Context: an optimization exercise on an open-source flow, tuned for small area, a short achievable clock period and few clock cycles per item. The choices shown serve that exercise and are no tape-out recipe.
Function was not checked in any run shown here: the RTL went through the layout flow alone.

--- design/flow/design.v ---
module bmul (
    input wire [13:0] a,
    input wire [15:0] b,
    input wire neg,
    input wire rnd,
    input wire [15:0] ea,
    input wire [8:0] eb,
    output wire [15:0] p
);
    wire [16:0] be = {b, 1'b0};
    wire [14:0] ae = {a[13], a};
    wire n0 = be[2] ^ neg;
    wire o0 = be[1] ^ be[0];
    wire t0 = (be[2] & ~be[1] & ~be[0]) | (~be[2] & be[1] & be[0]);
    wire p0_0 = (o0 & ae[0]) ^ n0;
    wire p0_1 = ((o0 & ae[1]) | (t0 & ae[0])) ^ n0;
    wire p0_2 = ((o0 & ae[2]) | (t0 & ae[1])) ^ n0;
    wire p0_3 = ((o0 & ae[3]) | (t0 & ae[2])) ^ n0;
    wire p0_4 = ((o0 & ae[4]) | (t0 & ae[3])) ^ n0;
    wire p0_5 = ((o0 & ae[5]) | (t0 & ae[4])) ^ n0;
    wire p0_6 = ((o0 & ae[6]) | (t0 & ae[5])) ^ n0;
    wire p0_7 = ((o0 & ae[7]) | (t0 & ae[6])) ^ n0;
    wire p0_8 = ((o0 & ae[8]) | (t0 & ae[7])) ^ n0;
    wire p0_9 = ((o0 & ae[9]) | (t0 & ae[8])) ^ n0;
    wire p0_10 = ((o0 & ae[10]) | (t0 & ae[9])) ^ n0;
    wire p0_11 = ((o0 & ae[11]) | (t0 & ae[10])) ^ n0;
    wire p0_12 = ((o0 & ae[12]) | (t0 & ae[11])) ^ n0;
    wire p0_13 = ((o0 & ae[13]) | (t0 & ae[12])) ^ n0;
    wire p0_14 = ~(((o0 & ae[14]) | (t0 & ae[13])) ^ n0);
    wire n1 = be[4] ^ neg;
    wire o1 = be[3] ^ be[2];
    wire t1 = (be[4] & ~be[3] & ~be[2]) | (~be[4] & be[3] & be[2]);
    wire p1_0 = (o1 & ae[0]) ^ n1;
    wire p1_1 = ((o1 & ae[1]) | (t1 & ae[0])) ^ n1;
    wire p1_2 = ((o1 & ae[2]) | (t1 & ae[1])) ^ n1;
    wire p1_3 = ((o1 & ae[3]) | (t1 & ae[2])) ^ n1;
    wire p1_4 = ((o1 & ae[4]) | (t1 & ae[3])) ^ n1;
    wire p1_5 = ((o1 & ae[5]) | (t1 & ae[4])) ^ n1;
    wire p1_6 = ((o1 & ae[6]) | (t1 & ae[5])) ^ n1;
    wire p1_7 = ((o1 & ae[7]) | (t1 & ae[6])) ^ n1;
    wire p1_8 = ((o1 & ae[8]) | (t1 & ae[7])) ^ n1;
    wire p1_9 = ((o1 & ae[9]) | (t1 & ae[8])) ^ n1;
    wire p1_10 = ((o1 & ae[10]) | (t1 & ae[9])) ^ n1;
    wire p1_11 = ((o1 & ae[11]) | (t1 & ae[10])) ^ n1;
    wire p1_12 = ((o1 & ae[12]) | (t1 & ae[11])) ^ n1;
    wire p1_13 = ((o1 & ae[13]) | (t1 & ae[12])) ^ n1;
    wire p1_14 = ~(((o1 & ae[14]) | (t1 & ae[13])) ^ n1);
    wire n2 = be[6] ^ neg;
    wire o2 = be[5] ^ be[4];
    wire t2 = (be[6] & ~be[5] & ~be[4]) | (~be[6] & be[5] & be[4]);
    wire p2_0 = (o2 & ae[0]) ^ n2;
    wire p2_1 = ((o2 & ae[1]) | (t2 & ae[0])) ^ n2;
    wire p2_2 = ((o2 & ae[2]) | (t2 & ae[1])) ^ n2;
    wire p2_3 = ((o2 & ae[3]) | (t2 & ae[2])) ^ n2;
    wire p2_4 = ((o2 & ae[4]) | (t2 & ae[3])) ^ n2;
    wire p2_5 = ((o2 & ae[5]) | (t2 & ae[4])) ^ n2;
    wire p2_6 = ((o2 & ae[6]) | (t2 & ae[5])) ^ n2;
    wire p2_7 = ((o2 & ae[7]) | (t2 & ae[6])) ^ n2;
    wire p2_8 = ((o2 & ae[8]) | (t2 & ae[7])) ^ n2;
    wire p2_9 = ((o2 & ae[9]) | (t2 & ae[8])) ^ n2;
    wire p2_10 = ((o2 & ae[10]) | (t2 & ae[9])) ^ n2;
    wire p2_11 = ((o2 & ae[11]) | (t2 & ae[10])) ^ n2;
    wire p2_12 = ((o2 & ae[12]) | (t2 & ae[11])) ^ n2;
    wire p2_13 = ((o2 & ae[13]) | (t2 & ae[12])) ^ n2;
    wire p2_14 = ~(((o2 & ae[14]) | (t2 & ae[13])) ^ n2);
    wire n3 = be[8] ^ neg;
    wire o3 = be[7] ^ be[6];
    wire t3 = (be[8] & ~be[7] & ~be[6]) | (~be[8] & be[7] & be[6]);
    wire p3_0 = (o3 & ae[0]) ^ n3;
    wire p3_1 = ((o3 & ae[1]) | (t3 & ae[0])) ^ n3;
    wire p3_2 = ((o3 & ae[2]) | (t3 & ae[1])) ^ n3;
    wire p3_3 = ((o3 & ae[3]) | (t3 & ae[2])) ^ n3;
    wire p3_4 = ((o3 & ae[4]) | (t3 & ae[3])) ^ n3;
    wire p3_5 = ((o3 & ae[5]) | (t3 & ae[4])) ^ n3;
    wire p3_6 = ((o3 & ae[6]) | (t3 & ae[5])) ^ n3;
    wire p3_7 = ((o3 & ae[7]) | (t3 & ae[6])) ^ n3;
    wire p3_8 = ((o3 & ae[8]) | (t3 & ae[7])) ^ n3;
    wire p3_9 = ((o3 & ae[9]) | (t3 & ae[8])) ^ n3;
    wire p3_10 = ((o3 & ae[10]) | (t3 & ae[9])) ^ n3;
    wire p3_11 = ((o3 & ae[11]) | (t3 & ae[10])) ^ n3;
    wire p3_12 = ((o3 & ae[12]) | (t3 & ae[11])) ^ n3;
    wire p3_13 = ((o3 & ae[13]) | (t3 & ae[12])) ^ n3;
    wire p3_14 = ~(((o3 & ae[14]) | (t3 & ae[13])) ^ n3);
    wire n4 = be[10] ^ neg;
    wire o4 = be[9] ^ be[8];
    wire t4 = (be[10] & ~be[9] & ~be[8]) | (~be[10] & be[9] & be[8]);
    wire p4_0 = (o4 & ae[0]) ^ n4;
    wire p4_1 = ((o4 & ae[1]) | (t4 & ae[0])) ^ n4;
    wire p4_2 = ((o4 & ae[2]) | (t4 & ae[1])) ^ n4;
    wire p4_3 = ((o4 & ae[3]) | (t4 & ae[2])) ^ n4;
    wire p4_4 = ((o4 & ae[4]) | (t4 & ae[3])) ^ n4;
    wire p4_5 = ((o4 & ae[5]) | (t4 & ae[4])) ^ n4;
    wire p4_6 = ((o4 & ae[6]) | (t4 & ae[5])) ^ n4;
    wire p4_7 = ((o4 & ae[7]) | (t4 & ae[6])) ^ n4;
    wire p4_8 = ((o4 & ae[8]) | (t4 & ae[7])) ^ n4;
    wire p4_9 = ((o4 & ae[9]) | (t4 & ae[8])) ^ n4;
    wire p4_10 = ((o4 & ae[10]) | (t4 & ae[9])) ^ n4;
    wire p4_11 = ((o4 & ae[11]) | (t4 & ae[10])) ^ n4;
    wire p4_12 = ((o4 & ae[12]) | (t4 & ae[11])) ^ n4;
    wire p4_13 = ((o4 & ae[13]) | (t4 & ae[12])) ^ n4;
    wire p4_14 = ~(((o4 & ae[14]) | (t4 & ae[13])) ^ n4);
    wire n5 = be[12] ^ neg;
    wire o5 = be[11] ^ be[10];
    wire t5 = (be[12] & ~be[11] & ~be[10]) | (~be[12] & be[11] & be[10]);
    wire p5_0 = (o5 & ae[0]) ^ n5;
    wire p5_1 = ((o5 & ae[1]) | (t5 & ae[0])) ^ n5;
    wire p5_2 = ((o5 & ae[2]) | (t5 & ae[1])) ^ n5;
    wire p5_3 = ((o5 & ae[3]) | (t5 & ae[2])) ^ n5;
    wire p5_4 = ((o5 & ae[4]) | (t5 & ae[3])) ^ n5;
    wire p5_5 = ((o5 & ae[5]) | (t5 & ae[4])) ^ n5;
    wire p5_6 = ((o5 & ae[6]) | (t5 & ae[5])) ^ n5;
    wire p5_7 = ((o5 & ae[7]) | (t5 & ae[6])) ^ n5;
    wire p5_8 = ((o5 & ae[8]) | (t5 & ae[7])) ^ n5;
    wire p5_9 = ((o5 & ae[9]) | (t5 & ae[8])) ^ n5;
    wire p5_10 = ((o5 & ae[10]) | (t5 & ae[9])) ^ n5;
    wire p5_11 = ((o5 & ae[11]) | (t5 & ae[10])) ^ n5;
    wire p5_12 = ((o5 & ae[12]) | (t5 & ae[11])) ^ n5;
    wire p5_13 = ((o5 & ae[13]) | (t5 & ae[12])) ^ n5;
    wire p5_14 = ~(((o5 & ae[14]) | (t5 & ae[13])) ^ n5);
    wire n6 = be[14] ^ neg;
    wire o6 = be[13] ^ be[12];
    wire t6 = (be[14] & ~be[13] & ~be[12]) | (~be[14] & be[13] & be[12]);
    wire p6_0 = (o6 & ae[0]) ^ n6;
    wire p6_1 = ((o6 & ae[1]) | (t6 & ae[0])) ^ n6;
    wire p6_2 = ((o6 & ae[2]) | (t6 & ae[1])) ^ n6;
    wire p6_3 = ((o6 & ae[3]) | (t6 & ae[2])) ^ n6;
    wire p6_4 = ((o6 & ae[4]) | (t6 & ae[3])) ^ n6;
    wire p6_5 = ((o6 & ae[5]) | (t6 & ae[4])) ^ n6;
    wire p6_6 = ((o6 & ae[6]) | (t6 & ae[5])) ^ n6;
    wire p6_7 = ((o6 & ae[7]) | (t6 & ae[6])) ^ n6;
    wire p6_8 = ((o6 & ae[8]) | (t6 & ae[7])) ^ n6;
    wire p6_9 = ((o6 & ae[9]) | (t6 & ae[8])) ^ n6;
    wire p6_10 = ((o6 & ae[10]) | (t6 & ae[9])) ^ n6;
    wire p6_11 = ((o6 & ae[11]) | (t6 & ae[10])) ^ n6;
    wire p6_12 = ((o6 & ae[12]) | (t6 & ae[11])) ^ n6;
    wire p6_13 = ((o6 & ae[13]) | (t6 & ae[12])) ^ n6;
    wire p6_14 = ~(((o6 & ae[14]) | (t6 & ae[13])) ^ n6);
    wire n7 = be[16] ^ neg;
    wire o7 = be[15] ^ be[14];
    wire t7 = (be[16] & ~be[15] & ~be[14]) | (~be[16] & be[15] & be[14]);
    wire p7_0 = (o7 & ae[0]) ^ n7;
    wire p7_1 = ((o7 & ae[1]) | (t7 & ae[0])) ^ n7;
    wire p7_2 = ((o7 & ae[2]) | (t7 & ae[1])) ^ n7;
    wire p7_3 = ((o7 & ae[3]) | (t7 & ae[2])) ^ n7;
    wire p7_4 = ((o7 & ae[4]) | (t7 & ae[3])) ^ n7;
    wire p7_5 = ((o7 & ae[5]) | (t7 & ae[4])) ^ n7;
    wire p7_6 = ((o7 & ae[6]) | (t7 & ae[5])) ^ n7;
    wire p7_7 = ((o7 & ae[7]) | (t7 & ae[6])) ^ n7;
    wire p7_8 = ((o7 & ae[8]) | (t7 & ae[7])) ^ n7;
    wire p7_9 = ((o7 & ae[9]) | (t7 & ae[8])) ^ n7;
    wire p7_10 = ((o7 & ae[10]) | (t7 & ae[9])) ^ n7;
    wire p7_11 = ((o7 & ae[11]) | (t7 & ae[10])) ^ n7;
    wire p7_12 = ((o7 & ae[12]) | (t7 & ae[11])) ^ n7;
    wire w1 = ea[1] ^ eb[1];
    wire w2 = ea[1] & eb[1];
    wire w3 = ea[2] ^ eb[2];
    wire w4 = ea[2] & eb[2];
    wire w5 = ea[3] ^ eb[3] ^ 1'b1;
    wire w6 = (ea[3] & eb[3]) | (ea[3] & 1'b1) | (eb[3] & 1'b1);
    wire w7 = n7 ^ p0_14 ^ p1_12;
    wire w8 = (n7 & p0_14) | (n7 & p1_12) | (p0_14 & p1_12);
    wire w9 = ea[4] ^ eb[4] ^ 1'b1;
    wire w10 = (ea[4] & eb[4]) | (ea[4] & 1'b1) | (eb[4] & 1'b1);
    wire w11 = p1_13 ^ p2_11;
    wire w12 = p1_13 & p2_11;
    wire w13 = ea[5] ^ eb[5] ^ p1_14;
    wire w14 = (ea[5] & eb[5]) | (ea[5] & p1_14) | (eb[5] & p1_14);
    wire w15 = ea[6] ^ eb[6];
    wire w16 = ea[6] & eb[6];
    wire w17 = rnd ^ n4;
    wire w18 = rnd & n4;
    wire w19 = rnd ^ p0_9;
    wire w20 = rnd & p0_9;
    wire w21 = rnd ^ n5 ^ p0_10;
    wire w22 = (rnd & n5) | (rnd & p0_10) | (n5 & p0_10);
    wire w23 = p1_8 ^ p2_6;
    wire w24 = p1_8 & p2_6;
    wire w25 = ea[0] ^ eb[0] ^ p0_11;
    wire w26 = (ea[0] & eb[0]) | (ea[0] & p0_11) | (eb[0] & p0_11);
    wire w27 = p1_9 ^ p2_7 ^ p3_5;
    wire w28 = (p1_9 & p2_7) | (p1_9 & p3_5) | (p2_7 & p3_5);
    wire w29 = n6 ^ w1 ^ p0_12;
    wire w30 = (n6 & w1) | (n6 & p0_12) | (w1 & p0_12);
    wire w31 = p1_10 ^ p2_8 ^ p3_6;
    wire w32 = (p1_10 & p2_8) | (p1_10 & p3_6) | (p2_8 & p3_6);
    wire w33 = p4_4 ^ p5_2;
    wire w34 = p4_4 & p5_2;
    wire w35 = w2 ^ w3 ^ p0_13;
    wire w36 = (w2 & w3) | (w2 & p0_13) | (w3 & p0_13);
    wire w37 = p1_11 ^ p2_9 ^ p3_7;
    wire w38 = (p1_11 & p2_9) | (p1_11 & p3_7) | (p2_9 & p3_7);
    wire w39 = p4_5 ^ p5_3 ^ p6_1;
    wire w40 = (p4_5 & p5_3) | (p4_5 & p6_1) | (p5_3 & p6_1);
    wire w41 = w4 ^ p2_10 ^ p3_8;
    wire w42 = (w4 & p2_10) | (w4 & p3_8) | (p2_10 & p3_8);
    wire w43 = p4_6 ^ p5_4 ^ p6_2;
    wire w44 = (p4_6 & p5_4) | (p4_6 & p6_2) | (p5_4 & p6_2);
    wire w45 = p7_0 ^ w5 ^ w7;
    wire w46 = (p7_0 & w5) | (p7_0 & w7) | (w5 & w7);
    wire w47 = p3_9 ^ p4_7 ^ p5_5;
    wire w48 = (p3_9 & p4_7) | (p3_9 & p5_5) | (p4_7 & p5_5);
    wire w49 = p6_3 ^ p7_1 ^ w6;
    wire w50 = (p6_3 & p7_1) | (p6_3 & w6) | (p7_1 & w6);
    wire w51 = w9 ^ w11 ^ w8;
    wire w52 = (w9 & w11) | (w9 & w8) | (w11 & w8);
    wire w53 = p2_12 ^ p3_10 ^ p4_8;
    wire w54 = (p2_12 & p3_10) | (p2_12 & p4_8) | (p3_10 & p4_8);
    wire w55 = p5_6 ^ p6_4 ^ p7_2;
    wire w56 = (p5_6 & p6_4) | (p5_6 & p7_2) | (p6_4 & p7_2);
    wire w57 = w10 ^ w12 ^ w13;
    wire w58 = (w10 & w12) | (w10 & w13) | (w12 & w13);
    wire w59 = 1'b1 ^ w15 ^ p2_13;
    wire w60 = (1'b1 & w15) | (1'b1 & p2_13) | (w15 & p2_13);
    wire w61 = p3_11 ^ p4_9 ^ p5_7;
    wire w62 = (p3_11 & p4_9) | (p3_11 & p5_7) | (p4_9 & p5_7);
    wire w63 = p6_5 ^ p7_3 ^ w14;
    wire w64 = (p6_5 & p7_3) | (p6_5 & w14) | (p7_3 & w14);
    wire w65 = ea[7] ^ eb[7] ^ w16;
    wire w66 = (ea[7] & eb[7]) | (ea[7] & w16) | (eb[7] & w16);
    wire w67 = p2_14 ^ p3_12 ^ p4_10;
    wire w68 = (p2_14 & p3_12) | (p2_14 & p4_10) | (p3_12 & p4_10);
    wire w69 = p5_8 ^ p6_6 ^ p7_4;
    wire w70 = (p5_8 & p6_6) | (p5_8 & p7_4) | (p6_6 & p7_4);
    wire w71 = ea[8] ^ eb[8] ^ 1'b1;
    wire w72 = (ea[8] & eb[8]) | (ea[8] & 1'b1) | (eb[8] & 1'b1);
    wire w73 = p3_13 ^ p4_11 ^ p5_9;
    wire w74 = (p3_13 & p4_11) | (p3_13 & p5_9) | (p4_11 & p5_9);
    wire w75 = p6_7 ^ p7_5;
    wire w76 = p6_7 & p7_5;
    wire w77 = ea[9] ^ p3_14 ^ p4_12;
    wire w78 = (ea[9] & p3_14) | (ea[9] & p4_12) | (p3_14 & p4_12);
    wire w79 = p5_10 ^ p6_8;
    wire w80 = p5_10 & p6_8;
    wire w81 = ea[10] ^ 1'b1 ^ p4_13;
    wire w82 = (ea[10] & 1'b1) | (ea[10] & p4_13) | (1'b1 & p4_13);
    wire w83 = rnd ^ n2;
    wire w84 = rnd & n2;
    wire w85 = rnd ^ p0_5;
    wire w86 = rnd & p0_5;
    wire w87 = rnd ^ n3 ^ p0_6;
    wire w88 = (rnd & n3) | (rnd & p0_6) | (n3 & p0_6);
    wire w89 = p1_4 ^ p2_2;
    wire w90 = p1_4 & p2_2;
    wire w91 = rnd ^ p0_7 ^ p1_5;
    wire w92 = (rnd & p0_7) | (rnd & p1_5) | (p0_7 & p1_5);
    wire w93 = p2_3 ^ p3_1;
    wire w94 = p2_3 & p3_1;
    wire w95 = w17 ^ p0_8 ^ p1_6;
    wire w96 = (w17 & p0_8) | (w17 & p1_6) | (p0_8 & p1_6);
    wire w97 = p2_4 ^ p3_2 ^ p4_0;
    wire w98 = (p2_4 & p3_2) | (p2_4 & p4_0) | (p3_2 & p4_0);
    wire w99 = w18 ^ p1_7 ^ p2_5;
    wire w100 = (w18 & p1_7) | (w18 & p2_5) | (p1_7 & p2_5);
    wire w101 = p3_3 ^ p4_1 ^ w19;
    wire w102 = (p3_3 & p4_1) | (p3_3 & w19) | (p4_1 & w19);
    wire w103 = p3_4 ^ p4_2 ^ p5_0;
    wire w104 = (p3_4 & p4_2) | (p3_4 & p5_0) | (p4_2 & p5_0);
    wire w105 = w20 ^ w23 ^ w21;
    wire w106 = (w20 & w23) | (w20 & w21) | (w23 & w21);
    wire w107 = p4_3 ^ p5_1 ^ w24;
    wire w108 = (p4_3 & p5_1) | (p4_3 & w24) | (p5_1 & w24);
    wire w109 = w22 ^ w25 ^ w27;
    wire w110 = (w22 & w25) | (w22 & w27) | (w25 & w27);
    wire w111 = p6_0 ^ w33 ^ w26;
    wire w112 = (p6_0 & w33) | (p6_0 & w26) | (w33 & w26);
    wire w113 = w28 ^ w29 ^ w31;
    wire w114 = (w28 & w29) | (w28 & w31) | (w29 & w31);
    wire w115 = w34 ^ w30 ^ w32;
    wire w116 = (w34 & w30) | (w34 & w32) | (w30 & w32);
    wire w117 = w35 ^ w37 ^ w39;
    wire w118 = (w35 & w37) | (w35 & w39) | (w37 & w39);
    wire w119 = w36 ^ w38 ^ w40;
    wire w120 = (w36 & w38) | (w36 & w40) | (w38 & w40);
    wire w121 = w41 ^ w43 ^ w45;
    wire w122 = (w41 & w43) | (w41 & w45) | (w43 & w45);
    wire w123 = w42 ^ w44 ^ w47;
    wire w124 = (w42 & w44) | (w42 & w47) | (w44 & w47);
    wire w125 = w49 ^ w46 ^ w51;
    wire w126 = (w49 & w46) | (w49 & w51) | (w46 & w51);
    wire w127 = w48 ^ w53 ^ w55;
    wire w128 = (w48 & w53) | (w48 & w55) | (w53 & w55);
    wire w129 = w50 ^ w52 ^ w57;
    wire w130 = (w50 & w52) | (w50 & w57) | (w52 & w57);
    wire w131 = w54 ^ w56 ^ w59;
    wire w132 = (w54 & w56) | (w54 & w59) | (w56 & w59);
    wire w133 = w61 ^ w58 ^ w63;
    wire w134 = (w61 & w58) | (w61 & w63) | (w58 & w63);
    wire w135 = w65 ^ w60 ^ w62;
    wire w136 = (w65 & w60) | (w65 & w62) | (w60 & w62);
    wire w137 = w67 ^ w69 ^ w64;
    wire w138 = (w67 & w69) | (w67 & w64) | (w69 & w64);
    wire w139 = w71 ^ w75 ^ w66;
    wire w140 = (w71 & w75) | (w71 & w66) | (w75 & w66);
    wire w141 = w68 ^ w70 ^ w73;
    wire w142 = (w68 & w70) | (w68 & w73) | (w70 & w73);
    wire w143 = p7_6 ^ w72 ^ w76;
    wire w144 = (p7_6 & w72) | (p7_6 & w76) | (w72 & w76);
    wire w145 = w79 ^ w74 ^ w77;
    wire w146 = (w79 & w74) | (w79 & w77) | (w74 & w77);
    wire w147 = p5_11 ^ p6_9 ^ p7_7;
    wire w148 = (p5_11 & p6_9) | (p5_11 & p7_7) | (p6_9 & p7_7);
    wire w149 = w80 ^ w78 ^ w81;
    wire w150 = (w80 & w78) | (w80 & w81) | (w78 & w81);
    wire w151 = ea[11] ^ p4_14 ^ p5_12;
    wire w152 = (ea[11] & p4_14) | (ea[11] & p5_12) | (p4_14 & p5_12);
    wire w153 = p6_10 ^ p7_8 ^ w82;
    wire w154 = (p6_10 & p7_8) | (p6_10 & w82) | (p7_8 & w82);
    wire w155 = ea[12] ^ 1'b1 ^ p5_13;
    wire w156 = (ea[12] & 1'b1) | (ea[12] & p5_13) | (1'b1 & p5_13);
    wire w157 = p6_11 ^ p7_9;
    wire w158 = p6_11 & p7_9;
    wire w159 = ea[13] ^ p5_14 ^ p6_12;
    wire w160 = (ea[13] & p5_14) | (ea[13] & p6_12) | (p5_14 & p6_12);
    wire w161 = ea[14] ^ 1'b1;
    wire w162 = ea[14] & 1'b1;
    wire w163 = ~ea[15] ^ 1'b1;
    wire w164 = ~ea[15] & 1'b1;
    wire w165 = rnd ^ n1;
    wire w166 = rnd & n1;
    wire w167 = rnd ^ p0_3;
    wire w168 = rnd & p0_3;
    wire w169 = w83 ^ p0_4 ^ p1_2;
    wire w170 = (w83 & p0_4) | (w83 & p1_2) | (p0_4 & p1_2);
    wire w171 = w84 ^ p1_3 ^ p2_1;
    wire w172 = (w84 & p1_3) | (w84 & p2_1) | (p1_3 & p2_1);
    wire w173 = p3_0 ^ w86 ^ w89;
    wire w174 = (p3_0 & w86) | (p3_0 & w89) | (w86 & w89);
    wire w175 = w90 ^ w93 ^ w88;
    wire w176 = (w90 & w93) | (w90 & w88) | (w93 & w88);
    wire w177 = w94 ^ w92 ^ w95;
    wire w178 = (w94 & w92) | (w94 & w95) | (w92 & w95);
    wire w179 = w96 ^ w98 ^ w99;
    wire w180 = (w96 & w98) | (w96 & w99) | (w98 & w99);
    wire w181 = w100 ^ w103 ^ w102;
    wire w182 = (w100 & w103) | (w100 & w102) | (w103 & w102);
    wire w183 = w104 ^ w107 ^ w106;
    wire w184 = (w104 & w107) | (w104 & w106) | (w107 & w106);
    wire w185 = w108 ^ w110 ^ w111;
    wire w186 = (w108 & w110) | (w108 & w111) | (w110 & w111);
    wire w187 = w112 ^ w114 ^ w115;
    wire w188 = (w112 & w114) | (w112 & w115) | (w114 & w115);
    wire w189 = w116 ^ w118 ^ w119;
    wire w190 = (w116 & w118) | (w116 & w119) | (w118 & w119);
    wire w191 = w120 ^ w123 ^ w122;
    wire w192 = (w120 & w123) | (w120 & w122) | (w123 & w122);
    wire w193 = w124 ^ w127 ^ w126;
    wire w194 = (w124 & w127) | (w124 & w126) | (w127 & w126);
    wire w195 = w128 ^ w131 ^ w130;
    wire w196 = (w128 & w131) | (w128 & w130) | (w131 & w130);
    wire w197 = w132 ^ w135 ^ w134;
    wire w198 = (w132 & w135) | (w132 & w134) | (w135 & w134);
    wire w199 = w139 ^ w136 ^ w141;
    wire w200 = (w139 & w136) | (w139 & w141) | (w136 & w141);
    wire w201 = w143 ^ w140 ^ w142;
    wire w202 = (w143 & w140) | (w143 & w142) | (w140 & w142);
    wire w203 = w147 ^ w144 ^ w146;
    wire w204 = (w147 & w144) | (w147 & w146) | (w144 & w146);
    wire w205 = w148 ^ w151 ^ w150;
    wire w206 = (w148 & w151) | (w148 & w150) | (w151 & w150);
    wire w207 = w157 ^ w152 ^ w155;
    wire w208 = (w157 & w152) | (w157 & w155) | (w152 & w155);
    wire w209 = p7_10 ^ w158 ^ w156;
    wire w210 = (p7_10 & w158) | (p7_10 & w156) | (w158 & w156);
    wire w211 = w161 ^ p6_13 ^ p7_11;
    wire w212 = (w161 & p6_13) | (w161 & p7_11) | (p6_13 & p7_11);
    wire w213 = w162 ^ w163 ^ p6_14;
    wire w214 = (w162 & w163) | (w162 & p6_14) | (w163 & p6_14);
    wire w215 = rnd ^ n0;
    wire w216 = rnd & n0;
    wire w217 = rnd ^ p0_1;
    wire w218 = rnd & p0_1;
    wire w219 = w165 ^ p0_2 ^ p1_0;
    wire w220 = (w165 & p0_2) | (w165 & p1_0) | (p0_2 & p1_0);
    wire w221 = w166 ^ p1_1 ^ w167;
    wire w222 = (w166 & p1_1) | (w166 & w167) | (p1_1 & w167);
    wire w223 = p2_0 ^ w168 ^ w169;
    wire w224 = (p2_0 & w168) | (p2_0 & w169) | (w168 & w169);
    wire w225 = w85 ^ w170 ^ w171;
    wire w226 = (w85 & w170) | (w85 & w171) | (w170 & w171);
    wire w227 = w172 ^ w87 ^ w173;
    wire w228 = (w172 & w87) | (w172 & w173) | (w87 & w173);
    wire w229 = w91 ^ w174 ^ w175;
    wire w230 = (w91 & w174) | (w91 & w175) | (w174 & w175);
    wire w231 = w97 ^ w176 ^ w177;
    wire w232 = (w97 & w176) | (w97 & w177) | (w176 & w177);
    wire w233 = w101 ^ w178 ^ w179;
    wire w234 = (w101 & w178) | (w101 & w179) | (w178 & w179);
    wire w235 = w180 ^ w105 ^ w181;
    wire w236 = (w180 & w105) | (w180 & w181) | (w105 & w181);
    wire w237 = w109 ^ w182 ^ w183;
    wire w238 = (w109 & w182) | (w109 & w183) | (w182 & w183);
    wire w239 = w113 ^ w184 ^ w185;
    wire w240 = (w113 & w184) | (w113 & w185) | (w184 & w185);
    wire w241 = w117 ^ w186 ^ w187;
    wire w242 = (w117 & w186) | (w117 & w187) | (w186 & w187);
    wire w243 = w188 ^ w189 ^ w121;
    wire w244 = (w188 & w189) | (w188 & w121) | (w189 & w121);
    wire w245 = w190 ^ w125 ^ w191;
    wire w246 = (w190 & w125) | (w190 & w191) | (w125 & w191);
    wire w247 = w129 ^ w192 ^ w193;
    wire w248 = (w129 & w192) | (w129 & w193) | (w192 & w193);
    wire w249 = w133 ^ w194 ^ w195;
    wire w250 = (w133 & w194) | (w133 & w195) | (w194 & w195);
    wire w251 = w137 ^ w196 ^ w197;
    wire w252 = (w137 & w196) | (w137 & w197) | (w196 & w197);
    wire w253 = w199 ^ w138 ^ w198;
    wire w254 = (w199 & w138) | (w199 & w198) | (w138 & w198);
    wire w255 = w145 ^ w200 ^ w201;
    wire w256 = (w145 & w200) | (w145 & w201) | (w200 & w201);
    wire w257 = w149 ^ w202 ^ w203;
    wire w258 = (w149 & w202) | (w149 & w203) | (w202 & w203);
    wire w259 = w153 ^ w204 ^ w205;
    wire w260 = (w153 & w204) | (w153 & w205) | (w204 & w205);
    wire w261 = w207 ^ w154 ^ w206;
    wire w262 = (w207 & w154) | (w207 & w206) | (w154 & w206);
    wire w263 = w159 ^ w208 ^ w209;
    wire w264 = (w159 & w208) | (w159 & w209) | (w208 & w209);
    wire w265 = w211 ^ w160 ^ w210;
    wire w266 = (w211 & w160) | (w211 & w210) | (w160 & w210);
    wire w267 = p7_12 ^ w212 ^ w213;
    wire w268 = (p7_12 & w212) | (p7_12 & w213) | (w212 & w213);
    wire w269 = w215 & p0_0;
    wire w270 = w215 ^ p0_0;
    wire w271 = w216 & w217;
    wire w272 = w216 ^ w217;
    wire w273 = w218 & w219;
    wire w274 = w218 ^ w219;
    wire w275 = w220 & w221;
    wire w276 = w220 ^ w221;
    wire w277 = w222 & w223;
    wire w278 = w222 ^ w223;
    wire w279 = w224 & w225;
    wire w280 = w224 ^ w225;
    wire w281 = w226 & w227;
    wire w282 = w226 ^ w227;
    wire w283 = w228 & w229;
    wire w284 = w228 ^ w229;
    wire w285 = w230 & w231;
    wire w286 = w230 ^ w231;
    wire w287 = w232 & w233;
    wire w288 = w232 ^ w233;
    wire w289 = w234 & w235;
    wire w290 = w234 ^ w235;
    wire w291 = w236 & w237;
    wire w292 = w236 ^ w237;
    wire w293 = w238 & w239;
    wire w294 = w238 ^ w239;
    wire w295 = w240 & w241;
    wire w296 = w240 ^ w241;
    wire w297 = w242 & w243;
    wire w298 = w242 ^ w243;
    wire w299 = w244 & w245;
    wire w300 = w244 ^ w245;
    wire w301 = w246 & w247;
    wire w302 = w246 ^ w247;
    wire w303 = w248 & w249;
    wire w304 = w248 ^ w249;
    wire w305 = w250 & w251;
    wire w306 = w250 ^ w251;
    wire w307 = w252 & w253;
    wire w308 = w252 ^ w253;
    wire w309 = w254 & w255;
    wire w310 = w254 ^ w255;
    wire w311 = w256 & w257;
    wire w312 = w256 ^ w257;
    wire w313 = w258 & w259;
    wire w314 = w258 ^ w259;
    wire w315 = w260 & w261;
    wire w316 = w260 ^ w261;
    wire w317 = w262 & w263;
    wire w318 = w262 ^ w263;
    wire w319 = w264 & w265;
    wire w320 = w264 ^ w265;
    wire w321 = w266 & w267;
    wire w322 = w266 ^ w267;
    wire w323 = w271 | (w272 & w269);
    wire w324 = w275 | (w276 & w273);
    wire w325 = w276 & w274;
    wire w326 = w279 | (w280 & w277);
    wire w327 = w280 & w278;
    wire w328 = w283 | (w284 & w281);
    wire w329 = w284 & w282;
    wire w330 = w287 | (w288 & w285);
    wire w331 = w288 & w286;
    wire w332 = w291 | (w292 & w289);
    wire w333 = w292 & w290;
    wire w334 = w295 | (w296 & w293);
    wire w335 = w296 & w294;
    wire w336 = w299 | (w300 & w297);
    wire w337 = w300 & w298;
    wire w338 = w303 | (w304 & w301);
    wire w339 = w304 & w302;
    wire w340 = w307 | (w308 & w305);
    wire w341 = w308 & w306;
    wire w342 = w311 | (w312 & w309);
    wire w343 = w312 & w310;
    wire w344 = w315 | (w316 & w313);
    wire w345 = w316 & w314;
    wire w346 = w319 | (w320 & w317);
    wire w347 = w320 & w318;
    wire w348 = w273 | (w274 & w323);
    wire w349 = w324 | (w325 & w323);
    wire w350 = w281 | (w282 & w326);
    wire w351 = w282 & w327;
    wire w352 = w328 | (w329 & w326);
    wire w353 = w329 & w327;
    wire w354 = w289 | (w290 & w330);
    wire w355 = w290 & w331;
    wire w356 = w332 | (w333 & w330);
    wire w357 = w333 & w331;
    wire w358 = w297 | (w298 & w334);
    wire w359 = w298 & w335;
    wire w360 = w336 | (w337 & w334);
    wire w361 = w337 & w335;
    wire w362 = w305 | (w306 & w338);
    wire w363 = w306 & w339;
    wire w364 = w340 | (w341 & w338);
    wire w365 = w341 & w339;
    wire w366 = w313 | (w314 & w342);
    wire w367 = w314 & w343;
    wire w368 = w344 | (w345 & w342);
    wire w369 = w345 & w343;
    wire w370 = w321 | (w322 & w346);
    wire w371 = w322 & w347;
    wire w372 = w277 | (w278 & w349);
    wire w373 = w326 | (w327 & w349);
    wire w374 = w350 | (w351 & w349);
    wire w375 = w352 | (w353 & w349);
    wire w376 = w293 | (w294 & w356);
    wire w377 = w294 & w357;
    wire w378 = w334 | (w335 & w356);
    wire w379 = w335 & w357;
    wire w380 = w358 | (w359 & w356);
    wire w381 = w359 & w357;
    wire w382 = w360 | (w361 & w356);
    wire w383 = w361 & w357;
    wire w384 = w309 | (w310 & w364);
    wire w385 = w310 & w365;
    wire w386 = w342 | (w343 & w364);
    wire w387 = w343 & w365;
    wire w388 = w366 | (w367 & w364);
    wire w389 = w367 & w365;
    wire w390 = w368 | (w369 & w364);
    wire w391 = w369 & w365;
    wire w392 = w285 | (w286 & w375);
    wire w393 = w330 | (w331 & w375);
    wire w394 = w354 | (w355 & w375);
    wire w395 = w356 | (w357 & w375);
    wire w396 = w376 | (w377 & w375);
    wire w397 = w378 | (w379 & w375);
    wire w398 = w380 | (w381 & w375);
    wire w399 = w382 | (w383 & w375);
    wire w400 = w317 | (w318 & w390);
    wire w401 = w318 & w391;
    wire w402 = w346 | (w347 & w390);
    wire w403 = w347 & w391;
    wire w404 = w370 | (w371 & w390);
    wire w405 = w371 & w391;
    wire w406 = w301 | (w302 & w399);
    wire w407 = w338 | (w339 & w399);
    wire w408 = w362 | (w363 & w399);
    wire w409 = w364 | (w365 & w399);
    wire w410 = w384 | (w385 & w399);
    wire w411 = w386 | (w387 & w399);
    wire w412 = w388 | (w389 & w399);
    wire w413 = w390 | (w391 & w399);
    wire w414 = w400 | (w401 & w399);
    wire w415 = w402 | (w403 & w399);
    wire w416 = w404 | (w405 & w399);
    wire w417 = w292 ^ w394;
    wire w418 = w294 ^ w395;
    wire w419 = w296 ^ w396;
    wire w420 = w298 ^ w397;
    wire w421 = w300 ^ w398;
    wire w422 = w302 ^ w399;
    wire w423 = w304 ^ w406;
    wire w424 = w306 ^ w407;
    wire w425 = w308 ^ w408;
    wire w426 = w310 ^ w409;
    wire w427 = w312 ^ w410;
    wire w428 = w314 ^ w411;
    wire w429 = w316 ^ w412;
    wire w430 = w318 ^ w413;
    wire w431 = w320 ^ w414;
    wire w432 = w322 ^ w415;
    assign p = {w432, w431, w430, w429, w428, w427, w426, w425, w424, w423, w422, w421, w420, w419, w418, w417};
endmodule
module pre85 (
    input wire [14:0] X2,
    output wire [9:0] u1
);
    wire w1 = X2[0] ^ X2[2];
    wire w2 = X2[0] & X2[2];
    wire w3 = X2[1] ^ X2[3];
    wire w4 = X2[1] & X2[3];
    wire w5 = X2[2] ^ X2[4];
    wire w6 = X2[2] & X2[4];
    wire w7 = X2[3] ^ X2[5];
    wire w8 = X2[3] & X2[5];
    wire w9 = X2[4] ^ X2[6];
    wire w10 = X2[4] & X2[6];
    wire w11 = X2[5] ^ X2[7];
    wire w12 = X2[5] & X2[7];
    wire w13 = X2[6] ^ X2[8];
    wire w14 = X2[6] & X2[8];
    wire w15 = X2[7] ^ X2[9];
    wire w16 = X2[7] & X2[9];
    wire w17 = X2[8] ^ X2[10];
    wire w18 = X2[8] & X2[10];
    wire w19 = X2[0] ^ X2[2];
    wire w20 = X2[0] & X2[2];
    wire w21 = X2[1] ^ X2[3];
    wire w22 = X2[1] & X2[3];
    wire w23 = X2[4] ^ X2[6] ^ X2[0];
    wire w24 = (X2[4] & X2[6]) | (X2[4] & X2[0]) | (X2[6] & X2[0]);
    wire w25 = X2[5] ^ X2[7] ^ w2;
    wire w26 = (X2[5] & X2[7]) | (X2[5] & w2) | (X2[7] & w2);
    wire w27 = X2[6] ^ X2[8] ^ w4;
    wire w28 = (X2[6] & X2[8]) | (X2[6] & w4) | (X2[8] & w4);
    wire w29 = X2[7] ^ X2[9] ^ w6;
    wire w30 = (X2[7] & X2[9]) | (X2[7] & w6) | (X2[9] & w6);
    wire w31 = X2[8] ^ X2[10] ^ w8;
    wire w32 = (X2[8] & X2[10]) | (X2[8] & w8) | (X2[10] & w8);
    wire w33 = X2[9] ^ X2[11] ^ w10;
    wire w34 = (X2[9] & X2[11]) | (X2[9] & w10) | (X2[11] & w10);
    wire w35 = X2[10] ^ X2[12] ^ w12;
    wire w36 = (X2[10] & X2[12]) | (X2[10] & w12) | (X2[12] & w12);
    wire w37 = X2[11] ^ X2[13] ^ w14;
    wire w38 = (X2[11] & X2[13]) | (X2[11] & w14) | (X2[13] & w14);
    wire w39 = X2[12] ^ X2[14] ^ w16;
    wire w40 = (X2[12] & X2[14]) | (X2[12] & w16) | (X2[14] & w16);
    wire w41 = X2[9] ^ X2[11] ^ X2[13];
    wire w42 = (X2[9] & X2[11]) | (X2[9] & X2[13]) | (X2[11] & X2[13]);
    wire w43 = X2[10] ^ X2[12];
    wire w44 = X2[10] & X2[12];
    wire w45 = X2[0] ^ X2[2];
    wire w46 = X2[0] & X2[2];
    wire w47 = X2[1] ^ X2[3];
    wire w48 = X2[1] & X2[3];
    wire w49 = X2[4] ^ X2[0] ^ w19;
    wire w50 = (X2[4] & X2[0]) | (X2[4] & w19) | (X2[0] & w19);
    wire w51 = X2[5] ^ w20 ^ w21;
    wire w52 = (X2[5] & w20) | (X2[5] & w21) | (w20 & w21);
    wire w53 = w22 ^ w1 ^ w23;
    wire w54 = (w22 & w1) | (w22 & w23) | (w1 & w23);
    wire w55 = w3 ^ w24 ^ w25;
    wire w56 = (w3 & w24) | (w3 & w25) | (w24 & w25);
    wire w57 = w5 ^ w26 ^ w27;
    wire w58 = (w5 & w26) | (w5 & w27) | (w26 & w27);
    wire w59 = w7 ^ w28 ^ w29;
    wire w60 = (w7 & w28) | (w7 & w29) | (w28 & w29);
    wire w61 = w9 ^ w30 ^ w31;
    wire w62 = (w9 & w30) | (w9 & w31) | (w30 & w31);
    wire w63 = w11 ^ w32 ^ w33;
    wire w64 = (w11 & w32) | (w11 & w33) | (w32 & w33);
    wire w65 = w13 ^ w34 ^ w35;
    wire w66 = (w13 & w34) | (w13 & w35) | (w34 & w35);
    wire w67 = w15 ^ w36 ^ w37;
    wire w68 = (w15 & w36) | (w15 & w37) | (w36 & w37);
    wire w69 = w17 ^ w38 ^ w39;
    wire w70 = (w17 & w38) | (w17 & w39) | (w38 & w39);
    wire w71 = w18 ^ w41 ^ w40;
    wire w72 = (w18 & w41) | (w18 & w40) | (w41 & w40);
    wire w73 = X2[14] ^ w43 ^ w42;
    wire w74 = (X2[14] & w43) | (X2[14] & w42) | (w43 & w42);
    wire w75 = X2[11] ^ X2[13] ^ w44;
    wire w76 = (X2[11] & X2[13]) | (X2[11] & w44) | (X2[13] & w44);
    wire w77 = X2[12] ^ X2[14];
    wire w78 = X2[12] & X2[14];
    wire w79 = X2[0] & X2[0];
    wire w80 = X2[0] ^ X2[0];
    wire w81 = w45 & X2[0];
    wire w82 = w45 ^ X2[0];
    wire w83 = w46 & w47;
    wire w84 = w46 ^ w47;
    wire w85 = w48 & w49;
    wire w86 = w48 ^ w49;
    wire w87 = w50 & w51;
    wire w88 = w50 ^ w51;
    wire w89 = w52 & w53;
    wire w90 = w52 ^ w53;
    wire w91 = w54 & w55;
    wire w92 = w54 ^ w55;
    wire w93 = w56 & w57;
    wire w94 = w56 ^ w57;
    wire w95 = w58 & w59;
    wire w96 = w58 ^ w59;
    wire w97 = w60 & w61;
    wire w98 = w60 ^ w61;
    wire w99 = w62 & w63;
    wire w100 = w62 ^ w63;
    wire w101 = w64 & w65;
    wire w102 = w64 ^ w65;
    wire w103 = w66 & w67;
    wire w104 = w66 ^ w67;
    wire w105 = w68 & w69;
    wire w106 = w68 ^ w69;
    wire w107 = w70 & w71;
    wire w108 = w70 ^ w71;
    wire w109 = w72 & w73;
    wire w110 = w72 ^ w73;
    wire w111 = w74 & w75;
    wire w112 = w74 ^ w75;
    wire w113 = w76 & w77;
    wire w114 = w76 ^ w77;
    wire w115 = w78 & X2[13];
    wire w116 = w78 ^ X2[13];
    wire w117 = X2[1] & w79;
    wire w118 = w83 | (w84 & w81);
    wire w119 = w84 & w82;
    wire w120 = w87 | (w88 & w85);
    wire w121 = w88 & w86;
    wire w122 = w91 | (w92 & w89);
    wire w123 = w92 & w90;
    wire w124 = w95 | (w96 & w93);
    wire w125 = w96 & w94;
    wire w126 = w99 | (w100 & w97);
    wire w127 = w100 & w98;
    wire w128 = w103 | (w104 & w101);
    wire w129 = w104 & w102;
    wire w130 = w107 | (w108 & w105);
    wire w131 = w108 & w106;
    wire w132 = w111 | (w112 & w109);
    wire w133 = w112 & w110;
    wire w134 = w115 | (w116 & w113);
    wire w135 = w116 & w114;
    wire w136 = w81 | (w82 & w117);
    wire w137 = w118 | (w119 & w117);
    wire w138 = w89 | (w90 & w120);
    wire w139 = w90 & w121;
    wire w140 = w122 | (w123 & w120);
    wire w141 = w123 & w121;
    wire w142 = w97 | (w98 & w124);
    wire w143 = w98 & w125;
    wire w144 = w126 | (w127 & w124);
    wire w145 = w127 & w125;
    wire w146 = w105 | (w106 & w128);
    wire w147 = w106 & w129;
    wire w148 = w130 | (w131 & w128);
    wire w149 = w131 & w129;
    wire w150 = w113 | (w114 & w132);
    wire w151 = w114 & w133;
    wire w152 = w134 | (w135 & w132);
    wire w153 = w135 & w133;
    wire w154 = w85 | (w86 & w137);
    wire w155 = w120 | (w121 & w137);
    wire w156 = w138 | (w139 & w137);
    wire w157 = w140 | (w141 & w137);
    wire w158 = w101 | (w102 & w144);
    wire w159 = w102 & w145;
    wire w160 = w128 | (w129 & w144);
    wire w161 = w129 & w145;
    wire w162 = w146 | (w147 & w144);
    wire w163 = w147 & w145;
    wire w164 = w148 | (w149 & w144);
    wire w165 = w149 & w145;
    wire w166 = X2[14] & w152;
    wire w167 = X2[14] & w153;
    wire w168 = w93 | (w94 & w157);
    wire w169 = w124 | (w125 & w157);
    wire w170 = w142 | (w143 & w157);
    wire w171 = w144 | (w145 & w157);
    wire w172 = w158 | (w159 & w157);
    wire w173 = w160 | (w161 & w157);
    wire w174 = w162 | (w163 & w157);
    wire w175 = w164 | (w165 & w157);
    wire w176 = w109 | (w110 & w175);
    wire w177 = w132 | (w133 & w175);
    wire w178 = w150 | (w151 & w175);
    wire w179 = w152 | (w153 & w175);
    wire w180 = w166 | (w167 & w175);
    wire w181 = w100 ^ w170;
    wire w182 = w102 ^ w171;
    wire w183 = w104 ^ w172;
    wire w184 = w106 ^ w173;
    wire w185 = w108 ^ w174;
    wire w186 = w110 ^ w175;
    wire w187 = w112 ^ w176;
    wire w188 = w114 ^ w177;
    wire w189 = w116 ^ w178;
    wire w190 = X2[14] ^ w179;
    assign u1 = {w190, w189, w188, w187, w186, w185, w184, w183, w182, w181};
endmodule
module pre2 (
    input wire [13:0] T,
    input wire s,
    output wire [8:0] q
);
    wire m3 = ~s & T[0];
    wire m4 = s ? T[0] : T[1];
    wire m5 = s ? T[1] : T[2];
    wire m6 = s ? T[2] : T[3];
    wire m7 = s ? T[3] : T[4];
    wire m8 = s ? T[4] : T[5];
    wire m9 = s ? T[5] : T[6];
    wire m10 = s ? T[6] : T[7];
    wire m11 = s ? T[7] : T[8];
    wire m12 = s ? T[8] : T[9];
    wire m13 = s ? T[9] : T[10];
    wire m14 = s ? T[10] : T[11];
    wire m15 = s ? T[11] : T[12];
    wire m16 = s ? T[12] : T[13];
    wire m17 = s & T[13];
    wire w1 = T[3] ^ s;
    wire w2 = T[3] & s;
    wire w3 = T[4] ^ s ^ m4;
    wire w4 = (T[4] & s) | (T[4] & m4) | (s & m4);
    wire w5 = T[5] ^ s ^ m5;
    wire w6 = (T[5] & s) | (T[5] & m5) | (s & m5);
    wire w7 = T[6] ^ s ^ m6;
    wire w8 = (T[6] & s) | (T[6] & m6) | (s & m6);
    wire w9 = T[7] ^ s ^ m7;
    wire w10 = (T[7] & s) | (T[7] & m7) | (s & m7);
    wire w11 = T[8] ^ s ^ m8;
    wire w12 = (T[8] & s) | (T[8] & m8) | (s & m8);
    wire w13 = T[9] ^ m9;
    wire w14 = T[9] & m9;
    wire w15 = T[10] ^ m10;
    wire w16 = T[10] & m10;
    wire w17 = T[11] ^ m11;
    wire w18 = T[11] & m11;
    wire w19 = T[12] ^ m12;
    wire w20 = T[12] & m12;
    wire w21 = T[13] ^ m13;
    wire w22 = T[13] & m13;
    wire w23 = T[0] & s;
    wire w24 = T[0] ^ s;
    wire w25 = T[1] & s;
    wire w26 = T[1] ^ s;
    wire w27 = T[2] & s;
    wire w28 = T[2] ^ s;
    wire w29 = w1 & m3;
    wire w30 = w1 ^ m3;
    wire w31 = w2 & w3;
    wire w32 = w2 ^ w3;
    wire w33 = w4 & w5;
    wire w34 = w4 ^ w5;
    wire w35 = w6 & w7;
    wire w36 = w6 ^ w7;
    wire w37 = w8 & w9;
    wire w38 = w8 ^ w9;
    wire w39 = w10 & w11;
    wire w40 = w10 ^ w11;
    wire w41 = w12 & w13;
    wire w42 = w12 ^ w13;
    wire w43 = w14 & w15;
    wire w44 = w14 ^ w15;
    wire w45 = w16 & w17;
    wire w46 = w16 ^ w17;
    wire w47 = w18 & w19;
    wire w48 = w18 ^ w19;
    wire w49 = w20 & w21;
    wire w50 = w20 ^ w21;
    wire w51 = w22 & m14;
    wire w52 = w22 ^ m14;
    wire w53 = w25 | (w26 & w23);
    wire w54 = w29 | (w30 & w27);
    wire w55 = w30 & w28;
    wire w56 = w33 | (w34 & w31);
    wire w57 = w34 & w32;
    wire w58 = w37 | (w38 & w35);
    wire w59 = w38 & w36;
    wire w60 = w41 | (w42 & w39);
    wire w61 = w42 & w40;
    wire w62 = w45 | (w46 & w43);
    wire w63 = w46 & w44;
    wire w64 = w49 | (w50 & w47);
    wire w65 = w50 & w48;
    wire w66 = m15 & w51;
    wire w67 = m15 & w52;
    wire w68 = m17 & m16;
    wire w69 = w27 | (w28 & w53);
    wire w70 = w54 | (w55 & w53);
    wire w71 = w35 | (w36 & w56);
    wire w72 = w36 & w57;
    wire w73 = w58 | (w59 & w56);
    wire w74 = w59 & w57;
    wire w75 = w43 | (w44 & w60);
    wire w76 = w44 & w61;
    wire w77 = w62 | (w63 & w60);
    wire w78 = w63 & w61;
    wire w79 = w51 | (w52 & w64);
    wire w80 = w52 & w65;
    wire w81 = w66 | (w67 & w64);
    wire w82 = w67 & w65;
    wire w83 = w31 | (w32 & w70);
    wire w84 = w56 | (w57 & w70);
    wire w85 = w71 | (w72 & w70);
    wire w86 = w73 | (w74 & w70);
    wire w87 = w47 | (w48 & w77);
    wire w88 = w48 & w78;
    wire w89 = w64 | (w65 & w77);
    wire w90 = w65 & w78;
    wire w91 = w79 | (w80 & w77);
    wire w92 = w80 & w78;
    wire w93 = w81 | (w82 & w77);
    wire w94 = w82 & w78;
    wire w95 = w39 | (w40 & w86);
    wire w96 = w60 | (w61 & w86);
    wire w97 = w75 | (w76 & w86);
    wire w98 = w77 | (w78 & w86);
    wire w99 = w87 | (w88 & w86);
    wire w100 = w89 | (w90 & w86);
    wire w101 = w91 | (w92 & w86);
    wire w102 = w93 | (w94 & w86);
    wire w103 = m16 & w102;
    wire w104 = w68 & w102;
    wire w105 = w42 ^ w95;
    wire w106 = w44 ^ w96;
    wire w107 = w46 ^ w97;
    wire w108 = w48 ^ w98;
    wire w109 = w50 ^ w99;
    wire w110 = w52 ^ w100;
    wire w111 = m15 ^ w101;
    wire w112 = m16 ^ w102;
    wire w113 = m17 ^ w103;
    assign q = {w113, w112, w111, w110, w109, w108, w107, w106, w105};
endmodule
module main (
    input wire [15:0] v, x,
    input wire clk, reset, start,
    output wire done,
    output wire [15:0] final_result
);
    reg [2:0] ph;
    reg done_r;
    reg [14:0] X2;
    reg [13:0] T;
    reg [15:0] F;
    wire ph0 = (ph == 3'd0);
    wire ph1 = (ph == 3'd1);
    wire ph2 = (ph == 3'd2);
    wire ph3 = (ph == 3'd3);
    wire ph4 = (ph == 3'd4);
    wire ph5 = (ph == 3'd5);
    wire [9:0] u1;
    pre85 p85 (.X2(X2), .u1(u1));
    wire [8:0] a23;
    pre2 p2 (.T(T), .s(ph2), .q(a23));
    wire [8:0] t9 = T[8:0];
    wire k1 = (t9 != 9'd0), k2 = (t9 >= 9'd90), k3 = (t9 >= 9'd179);
    wire k4 = (t9 >= 9'd268), k5 = (t9 >= 9'd357), k6 = (t9 >= 9'd446);
    wire [2:0] a4 = {k4, (k2 & ~k4) | k6, (k1 & ~k2) | (k3 & ~k4) | (k5 & ~k6)};
    wire [13:0] acc_a = ph1 ? 14'd2048 : F[13:0];
    wire [13:0] acc_b = ph1 ? {1'b1, ~X2[14:1]} : (ph3 ? ~T : T);
    wire acc_ci = ph1 ? ~X2[0] : ph3;
    wire [13:0] acc_n = acc_a + acc_b + {13'b0, acc_ci};
    wire [13:0] A = ({14{ph0}} & x[13:0]) | ({14{ph1}} & {4'b0, u1}) |
                    ({14{ph2 | ph3}} & {5'b0, a23}) | ({14{ph4}} & {11'b0, a4}) |
                    ({14{ph5}} & F[13:0]);
    wire [15:0] B = ph0 ? {{2{x[13]}}, x[13:0]} : (ph5 ? v : {1'b0, X2});
    wire [15:0] ea = ph4 ? {{2{F[13]}}, F[13:0]} : 16'd0;
    wire [8:0] eb = ph4 ? T[8:0] : 9'd0;
    wire [15:0] P;
    bmul mul (.a(A), .b(B), .neg(ph4), .rnd(ph2), .ea(ea), .eb(eb), .p(P));
    always @(posedge clk) begin
        if (reset) begin
            ph <= 3'd0;
            done_r <= 1'b0;
        end else begin
            case (ph)
                3'd0: if (start) begin ph <= 3'd1; done_r <= 1'b0; end
                3'd5: begin ph <= 3'd0; done_r <= 1'b1; end
                default: ph <= ph + 3'd1;
            endcase
        end
    end
    always @(posedge clk) begin
        if (ph0) X2 <= P[14:0];
        T <= P[13:0];
        if (ph4 | ph5) F <= P;
        else if (!ph0) F[13:0] <= acc_n;
    end
    assign done = done_r;
    assign final_result = F;
endmodule
--- design/flow/run.sh ---
#!/bin/bash
# synth_recipe.tcl (not shown) runs the flow's synth.tcl, then flattens the netlist and writes it again
# the make line also repeats each setting of config.mk as NAME=value (left out here)
make -C /OpenROAD-flow-scripts/flow DESIGN_CONFIG=/design/flow/config.mk WORK_HOME=/design/flow/orfs CLKGATE_MAP_FILE= SYNTH_SCRIPT=/design/flow/synth_recipe.tcl finish
--- design/flow/config.mk ---
export PLATFORM = sky130hd
export DESIGN_NAME = main
export DESIGN_NICKNAME = main
export VERILOG_FILES = /design/flow/design.v
export SDC_FILE = /design/flow/constraint.sdc
export NUM_CORES = 4
export LEC_CHECK = 0
export CAP_MARGIN = 20
export CORE_MARGIN = 2
export CORE_UTILIZATION = 40
export SLEW_MARGIN = 20
--- design/flow/constraint.sdc ---
create_clock -name core_clock -period 13.0 [get_ports {clk}]
set_input_delay 2.6000 -clock core_clock [delete_from_list [all_inputs] [get_ports {clk}]]
set_output_delay 2.6000 -clock core_clock [all_outputs]
set_load 0.01 [all_outputs]
==> run summary, run 1 <==
outcome=timing/DRC/antenna clean; Pre-antenna DRT Iters=7; setup violators final=0; Hold Fails Final Rpt=0; min Tclk post-route=10.51 ns; Finished Cell Area=13200 µm²; Unique masters post-synth=83; Setup WS post-layout=2.49 ns; Final Max Tran Viols=0; DRT Wirelength=36700 µm; GRT Overall Usage=0.241; global-route wire length before repair=58500 µm; clock latency on the worst-skew pair=0.32 ns; H-tree levels=2; cell mode on critical path=fa_1; crit end category=flop; cell area after synthesis=12200 µm²; Non-Filler Instances=1799; sequential share of the synthesized area=0.106; Clock Sinks=49; max-cap violations=0; #FFs+latches synth=49; Final GP Congestion=0.922; Post CTS Setup Buffer Count=0; vias in the first global route=10200; Syn Inst Count=1389; Max Root-Sink Buffers=2; Worst-Margin Slew=1.12 ns; Slew HR=0.254; Util after Layout=0.444; core box area=29800 µm²; clock skew=0.00774 ns; share of layout cells above drive strength 1=0.0717; Yosys top cell area share=0.226; CP required=13.07 ns; die area=31800 µm²; register area=1290 µm²; TritonCTS clock tree=yes; Final period util=0.809; Synth warnings=1; count leader, synth=inv_1; dominant cell type by area after synthesis=fa_1; Post-CTS Hold Buffers=0; fill count=2973; Synth top cells by count=inv_1 (196), fa_1 (137), xnor2_1 (135); boundary pin count=52; post-cts gate resize count=0; crit path DAT=10.59 ns; clk slew on worst S/H paths=0.08 ns; area grow syn2layout=8.93%; peak per-stage delay on the critical path=0.58 ns; Post-synth top flop=edfxtp_1; die width=178 µm; Achievable Freq=95.1 MHz; Final #Nets=1697; startpoint types=flop; largest net degree at the start of global routing=36; GRT overflow=0; syn_nets=1678; drt initial violations=896; post-placement cell count=1791; crit-path max FO=30; syn avg cell area=8.75 µm²; initial core utilization=0.408; multi-input logic area=9760 µm²; residual DRC count=0; # rows=63; asr flop ratio synth=0; EDFF count, synth=31; Setup TNS=0 ns; Port Buffer Count=49; Hold Slack=0.501 ns; CP Class=reg2reg; RSZ-0062 raised after global routing=no; synth top area cells=fa_1 (23%), ha_1 (12%), xnor2_1 (9.7%); DP Area=13100 µm²; initial antenna violation count=0; DR WL/cell=20.4 µm; DR vias=10200; critical path's slowest cell=nand2b_2; Final HPWL DP=28600 µm; Vias/cell=5.64; worst hold path type=reg2reg; Place WS=2.57 ns; Die Y=178 µm; Inserted Clock Buffers=5; Post-DRT Antenna Nets=0; CTS Root Cell=clkbuf_16; ANT cells=0
worst paths after layout:
check / from / slack [ns] / to / cells after the start
hold / removal: done_r / 0.50 / done_r / 2
setup / recovery: ph[2] / 2.49 / F[13] / 38
setup reg to reg: ph[2] / 2.49 / F[13] / 38
hold reg to reg: done_r / 0.50 / done_r / 2
layout by cell type (no fill, tap or decap), types with 17 or more instances in the layout:
cell type,instances
inv_1,196
fa_1,137
xnor2_1,135
ha_1,117
a21oi_1,85
o22ai_1,77
nor2_1,76
nand2_1,74
clkdlybuf4s50_1,49
xor2_1,46
o21ai_0,39
buf_4,38
edfxtp_1,31
and3_1,20
mux2i_1,20
dfxtp_1,18
nor3_1,18
nor2b_1,18
nand3_1,17
worst max-delay path, delay by kind of cell (launching register included):
kind / cells / cell delay (ns)
XOR/XNOR: 3 / 0.46
AO/OA/AOI/OAI: 15 / 3.21
multiplexers: 2 / 0.44
flip-flops: 1 / 0.31
buffers and inverters: 6 / 1.55
AND/OR/NAND/NOR: 4 / 1.00
adder cells (fa/ha/maj): 8 / 3.29
layout make-up:
| cell class | count | area share |
|---|---|---|
| Sequential cell | 49 | 0.0975 |
| Timing Repair Buffer | 87 | 0.0586 |
| Clock inverter | 2 | 0.00151 |
| Tap cell | 390 | 0.0368 |
| Multi-Input combinational cell | 1064 | 0.737 |
| Clock buffer | 6 | 0.0113 |
| Inverter | 201 | 0.0570 |
registers in the layout, indices dropped and copies added, names as in the netlist:
| register | cells |
|---|---|
| ph | 3 |
| T | 14 |
| done_r | 1 |
| F | 16 |
| X2 | 15 |
cell families (layout without fill, tap and decap cells):
group | count (synthesis) | in the layout | share of synthesized area
AOI/OAI and AO/OA | 315 | 315 | 0.182
and+or+nand+nor | 282 | 282 | 0.115
buffers and inverters | 276 | 296 | 0.0916
adders and majority gates | 254 | 254 | 0.346
xor gates and xnor gates | 184 | 184 | 0.134
DFF | 49 | 49 | 0.106
muxes | 29 | 29 | 0.0251
routing by layer:
layer  part of all wire  global-route usage  vias up
li1                   -                   -     4738
met1               0.46               0.341     5020
met2               0.46               0.384      337
met3              0.058              0.0332       56
met4              0.029              0.0650        0
met5                  0                   0        -
==> inputs of run 2 (changes only) <==
--- a/design/flow/config.mk
+++ b/design/flow/config.mk
@@ -10,2 +10,3 @@
 export CORE_UTILIZATION = 40
+export SETUP_SLACK_MARGIN = 5
 export SLEW_MARGIN = 20
==> run summary, run 2 <==
outcome=timing/DRC/antenna clean; Hold Fails Final Rpt=0 (unchanged); area grow syn2layout=25.4%; crit path DAT=8.76 ns (-1.83 ns); Post-synth top flop=edfxtp_1; CP delay by family, top=adder cells; Post-DRT Antenna Nets=0 (unchanged); crit-path max FO=7 (-77%); Die Y=178 µm (unchanged); worst hold path type=reg2reg; Clock Sinks=49 (unchanged); Biggest register=F; hold endpoint=done_r; Pre-antenna DRT Iters=6 (-1); Worst-Margin Slew=1.09 ns (-0.0282 ns); H-tree levels=2 (unchanged); # rows=63 (unchanged); Final Max Tran Viols=0 (unchanged); CP bufs+invs=7 (+1); Post-CTS Hold Buffers=0 (unchanged); crit end category=flop; Max Root-Sink Buffers=2 (unchanged); critical path's slowest cell=fa_1; R2R setup slack=4.30 ns (+1.81 ns); Inserted Clock Buffers=5 (unchanged); #FFs+latches synth=49 (unchanged); Final HPWL DP=28300 µm (-0.94%); TritonCTS clock tree=yes; syn_nets=1678 (unchanged); min Tclk post-route=8.70 ns (-1.81 ns); die area=31800 µm² (unchanged); EDFF count, synth=31 (unchanged); clock skew=0.0101 ns (+0.00238 ns); max-cap violations=0 (unchanged); clock latency on the worst-skew pair=0.31 ns (about the same); post-placement cell count=1783 (-0.45%); clk slew on worst S/H paths=0.08 ns (about the same); die width=178 µm (unchanged); dominant cell type by area after synthesis=fa_1; GRT Overall Usage=0.260 (+0.0191); Slew HR=0.273 (+0.0188); Final period util=0.669 (-0.140); most frequent cells in the layout=inv_1 (185), xnor2_1 (120), fa_1 (116); cell area after synthesis=12200 µm² (unchanged); RR Endpoint=F[13]; vias in the first global route=11300 (+11%); RR Startpoint=ph[0]; GRT overflow=0 (unchanged); Largest regs=F (16), X2 (15), T (14); CP Class=reg2reg; startpoint types=flop; R2R depth=40 (+5.3%); Achievable Freq=115 MHz (+21%); share of layout cells above drive strength 1=0.227 (+0.156); hold_sp=done_r; most common cell after layout, fill and taps aside=inv_1; Port Buffer Count=49 (unchanged); Yosys top cell area share=0.226 (unchanged); DRT Wirelength=40300 µm (+9.7%); Setup TNS=0 ns (unchanged); ANT cells=0 (unchanged); Non-Filler Instances=1898 (+5.5%); CP required=13.06 ns (about the same); asr flop ratio synth=0 (unchanged); core box area=29800 µm² (unchanged); count leader, synth=inv_1; Unique masters post-synth=83 (unchanged); residual DRC count=0 (unchanged); setup violators final=0 (unchanged); Vias/cell=5.71 (+1.2%); boundary pin count=52 (unchanged); initial core utilization=0.408 (unchanged); Final GP Congestion=0.879 (-4.8%); Synth top cells by count=inv_1 (196), fa_1 (137), xnor2_1 (135); global-route wire length before repair=63500 µm (+8.4%); initial antenna violation count=0 (unchanged); number of flip-flops under the largest register name=16 (unchanged); Syn Inst Count=1389 (unchanged); synth top area cells=fa_1 (23%), ha_1 (12%), xnor2_1 (9.7%); RSZ-0062 raised after global routing=yes; Synth warnings=1 (unchanged); sequential share of the synthesized area=0.106 (unchanged); syn avg cell area=8.75 µm² (unchanged); peak per-stage delay on the critical path=0.54 ns (-0.04 ns); Final #Nets=1796 (+5.8%); hold path cells=2 (unchanged); largest net degree at the start of global routing=41 (+14%); DR WL/cell=21.2 µm (+4.0%); fill count=2766 (-7.0%); drt initial violations=896 (unchanged); CTS Root Cell=clkbuf_16; DR vias=10800 (+6.7%)
run 2: worst max-delay path by stage:
stage,startpoint,to,slack (ns),depth (start not counted)
after floorplan,x[1],F[13],4.61,27
final,ph[0],F[13],4.30,40
after global routing,ph[0],F[13],3.97,40
after detailed placement,x[1],F[13],3.19,27
after global placement,x[1],F[13],3.20,27
after CTS,ph[0],F[13],4.41,40
run 2: area by class of cell:
type	count	area (µm²)	area share
multi-input combinational	1064	10800	0.708
inverter	201	769	0.0505
timing repair inverter	1	8.76	0.000575
clock inverter	3	28.8	0.00189
tap	390	488	0.0320
clock buffer	5	125	0.00821
sequential	49	1300	0.0851
timing repair buffer	185	1730	0.113
run 2: cell families after synthesis:
| logic type | Yosys count | synth area share |
|---|---|---|
| buffers and inverters | 276 | 0.0916 |
| multiplexers | 29 | 0.0251 |
| adder cells (fa/ha/maj) | 254 | 0.346 |
| flip-flops | 49 | 0.106 |
| AO/OA/AOI/OAI | 315 | 0.182 |
| XOR/XNOR | 184 | 0.134 |
| AND/OR/NAND/NOR | 282 | 0.115 |
run 2: per-layer routing:
layer | part of all wire | track usage
met5 | 0 | 0
met4 | 0.034 | 0.0796
met3 | 0.062 | 0.0354
met2 | 0.47 | 0.427
met1 | 0.43 | 0.354
run 2: per-stage QoR:
step | setup slack (ns) | instance area, µm² | hold WS, ns | utilization
6_report | 4.30 | 15200 | 0.507 | 0.512
5_1_grt | 3.97 | 15200 | 0.575 | 0.512
4_1_cts | 4.41 | 14900 | 0.516 | 0.501
3_5_place_dp | 3.19 | 13200 | 0.497 | 0.443
3_3_place_gp | 3.20 | 13200 | 0.467 | 0.443
2_1_floorplan | 4.61 | 12400 | 0.510 | -
run 2: what timing repair did:
item                       CTS  global route
setup endpoints to repair   45            45
gates resized for setup    159            34
cloned                       4             0
setup buffers               87            16
pin swaps                   84            44
run 2: worst register-to-register path: cells and delay by family (launching register included):
kind | cells | cell delay [ns]
adder cells (fa/ha/maj) | 9 | 3.30
AO/OA/AOI/OAI | 14 | 2.80
buffers and inverters | 7 | 0.65
AND/OR/NAND/NOR | 5 | 0.57
multiplexers | 2 | 0.39
XOR/XNOR | 3 | 0.38
flip-flops | 1 | 0.34

[what the ideal ports hide]
No port has a modelled driver above. Below, the same layouts with a new extraction and two added sets of constraints. Step 1 assumes that a clkbuf_16 drives the clock port and a buf_2 every other input. Step 2, shift: input delay + t, output delay - t, t = (earliest + latest rising clock arrival at the registers) / 2. This alone moves slack from input paths to output paths. a / b / c = no drivers / after step 1 / after step 2; a / b = the first two.
| run | t, ns | setup slack, ns | worst slew at a driven data input, ns |
|---|---|---|---|
| run 1 | 0.351 | 2.488 / 2.488 / 2.488 | 0.04 |
| run 2 | 0.345 | 4.302 / 4.302 / 4.018 | 0.04 |
After both steps setup and hold are still met in every run listed. For run 2, which loses most, drivers alone change the setup slack by 0.000 ns; drivers and shift together by -0.284 ns.
